From an optimization exercise on the open Yosys and OpenROAD flow, aimed at small area; shortcuts taken in it are not production practice.
Function was checked by simulation only, so behaviour that the tests miss may differ from the original.

// VGATopModule
module VGATopModule #(
    parameter TICK_CYCLES = 5000,          
    parameter LOCKOUT_DURATION = 25000,    
    parameter DEBOUNCE_DELAY = 50,         
    parameter FLASH_DURATION = 5000,       
    parameter BUZZER_DURATION = 15000,     
    parameter BUZZER_HALF_PERIOD = 10      
) (
    input clk,
    input sys_rst,             
    input reset,               
    input start_button,        
    input enable,              
    input [2:0] ir_sensor_p1,  
    input [2:0] ir_sensor_p2,  
    output h_sync,
    output v_sync,
    output [3:0] red,
    output [3:0] green,
    output [3:0] blue,
    output buzzer_out          
);
clock: 20.0 ns
lec_check: 0
cap_margin: 20
core_margin: 2
core_utilization: 55
gpl_timing_driven: 0
place_density: 0.75
slew_margin: 30
standard.sh (not shown) runs the stock make flow with config.mk's settings and CLKGATE_MAP_FILE= SYNTH_SCRIPT=/design/flow/synth_recipe.tcl, a recipe that flattens the netlist after the stock synthesis.
==> flow/flow/run.sh <==
#!/bin/bash
# Layout flow: the standard flow (standard.sh) with these changes, all
# aimed at cell area (the clock period is met with several ns to spare):
#  - synthesis: an area-oriented ABC script (deep AIG resynthesis, then
#    area-oriented mapping) in place of ORFS's mapping script, and adders
#    left to ABC instead of being mapped to full and half adder cells.
#    Registers are untouched: ABC only sees the logic between them.
#    Synthesis runs with four ABC random seeds at once (seed 0 in the main
#    work area through standard.sh, seeds 1-3 in work areas of their own);
#    the layout continues from the netlist with the smallest cell area.
#  - port buffers, and the buffers synthesis puts on outputs that share a
#    net: the smallest buffer cell.
#  - clock tree: clkbuf_8 buffers, sinks clustered by 16, no dummy loads.
# Everything else is ORFS's own. Each make run logs to a file of its own.
set -euo pipefail
HERE=$(pwd)
ARGS=(ADDER_MAP_FILE= GPL_TIMING_DRIVEN=0
  "MIN_BUF_CELL_AND_PORTS=sky130_fd_sc_hd__buf_1 A X"
  "BUFFER_PORTS_ARGS=-buffer_cell sky130_fd_sc_hd__buf_1"
  "CTS_ARGS=-sink_clustering_enable -repair_clock_nets -dont_use_dummy_load -buf_list sky130_fd_sc_hd__clkbuf_8 -root_buf sky130_fd_sc_hd__clkbuf_16 -sink_clustering_size 16 -sink_clustering_max_diameter 100")
prep_scripts() {
  rm -rf "$1"
  cp -r "$FLOW_HOME/scripts" "$1"
  sed "s/&deepsyn -T 300/\&deepsyn -T 300 -S $2/" "$HERE/flow/abc_deep.script" > "$1/abc_speed.script"
  cp "$1/abc_speed.script" "$1/abc_area.script"
}
area_of() {
  awk '/Chip area for module/ {print $NF}' "$1/reports/sky130hd/VGATopModule/base/synth_stat.txt" 2>/dev/null || true
}
pids=()
for s in 1 2 3; do
  mkdir -p "$HERE/seed$s"
  prep_scripts "$HERE/seed$s/scripts" "$s"
  make -C "$FLOW_HOME" DESIGN_CONFIG="$FLOW_CONFIG" WORK_HOME="$HERE/seed$s/orfs" \
    CLKGATE_MAP_FILE= SYNTH_SCRIPT="$HERE/synth_recipe.tcl" SCRIPTS_DIR="$HERE/seed$s/scripts" \
    "${ARGS[@]}" synth > "$HERE/seed$s/make_synth.log" 2>&1 &
  pids+=($!)
done
prep_scripts "$HERE/orfs_scripts" 0
bash standard.sh SCRIPTS_DIR="$HERE/orfs_scripts" "${ARGS[@]}" synth > "$HERE/flow_make_synth.log" 2>&1
for p in "${pids[@]}"; do wait "$p" || true; done

MAIN="$HERE/orfs"
best=0
best_area=$(area_of "$MAIN")
for s in 1 2 3; do
  a=$(area_of "$HERE/seed$s/orfs")
  if [[ -n "$a" && -f "$HERE/seed$s/orfs/results/sky130hd/VGATopModule/base/1_synth.odb" ]] &&
     awk -v a="$a" -v b="$best_area" 'BEGIN { exit !(a < b) }'; then
    best=$s
    best_area=$a
  fi
done
echo "synthesis areas: seed0 $(area_of "$MAIN") seed1 $(area_of "$HERE/seed1/orfs") seed2 $(area_of "$HERE/seed2/orfs") seed3 $(area_of "$HERE/seed3/orfs"); using seed $best" > "$HERE/seed_choice.log"
if [[ $best != 0 ]]; then
  SRC="$HERE/seed$best/orfs"
  for d in results logs reports objects; do
    cp -r "$SRC/$d/sky130hd/VGATopModule/base/." "$MAIN/$d/sky130hd/VGATopModule/base/"
  done
  # keep make's view of the synthesis steps up to date, in step order
  R="$MAIN/results/sky130hd/VGATopModule/base"
  for f in 1_1_yosys_canonicalize.rtlil 1_2_yosys.v 1_2_yosys.sdc 1_synth.odb 1_synth.sdc; do
    [[ -f "$R/$f" ]] && touch "$R/$f"
    sleep 1
  done
fi
bash standard.sh SCRIPTS_DIR="$HERE/orfs_scripts" "${ARGS[@]}" finish > "$HERE/flow_make.log" 2>&1
Other scripts of this flow, unchanged in this note and not shown: flow/flow/abc_deep.script
Then changed:
--- a/flow/flow/run.sh
+++ b/flow/flow/run.sh
@@ -8,2 +8,2 @@
-#    Synthesis runs with four ABC random seeds at once (seed 0 in the main
-#    work area through standard.sh, seeds 1-3 in work areas of their own);
+#    Synthesis runs with seven ABC random seeds at once (seed 0 in the main
+#    work area through standard.sh, seeds 1-6 in work areas of their own);
@@ -31 +31 @@
-for s in 1 2 3; do
+for s in 1 2 3 4 5 6; do
@@ -46 +46 @@
-for s in 1 2 3; do
+for s in 1 2 3 4 5 6; do
@@ -54 +54 @@
-echo "synthesis areas: seed0 $(area_of "$MAIN") seed1 $(area_of "$HERE/seed1/orfs") seed2 $(area_of "$HERE/seed2/orfs") seed3 $(area_of "$HERE/seed3/orfs"); using seed $best" > "$HERE/seed_choice.log"
+{ echo "synthesis areas: seed0 $(area_of "$MAIN")"; for s in 1 2 3 4 5 6; do echo "seed$s $(area_of "$HERE/seed$s/orfs")"; done; echo "using seed $best"; } > "$HERE/seed_choice.log"
What happened:
- The changed run passed the timing, DRC and antenna checks
- wire length does not change
- synthesized cell count stays the same
- die area does not change
- global-route usage stays the same

## port drivers added, routing unchanged
Ports are ideal in the flow. The routed layouts listed here were re-timed in OpenROAD.
Step 1 sets driving cells, clkbuf_16 on the clock port and buf_2 on the other inputs (assumed; they add their load-dependent delay and slew).
Step 2, shift: input delay + t, output delay - t, t = (earliest + latest rising clock arrival at the registers) / 2. This alone moves slack from input paths to output paths.
a / b / c = ideal / step 1 / step 2; a / b = the first two.
run | shift t [ns] | slack for setup (ns) | worst register clock-pin slew, ns | worst slew at a driven data input, ns | cell pins on the clock port's net
the first run | 0.517 | 7.940 / 7.888 / 8.405 | 0.12 / 0.12 | 0.03 | 1
the second run | 0.517 | 7.940 / 7.888 / 8.405 | 0.12 / 0.12 | 0.03 | 1
After both steps every run listed still meets setup and hold.
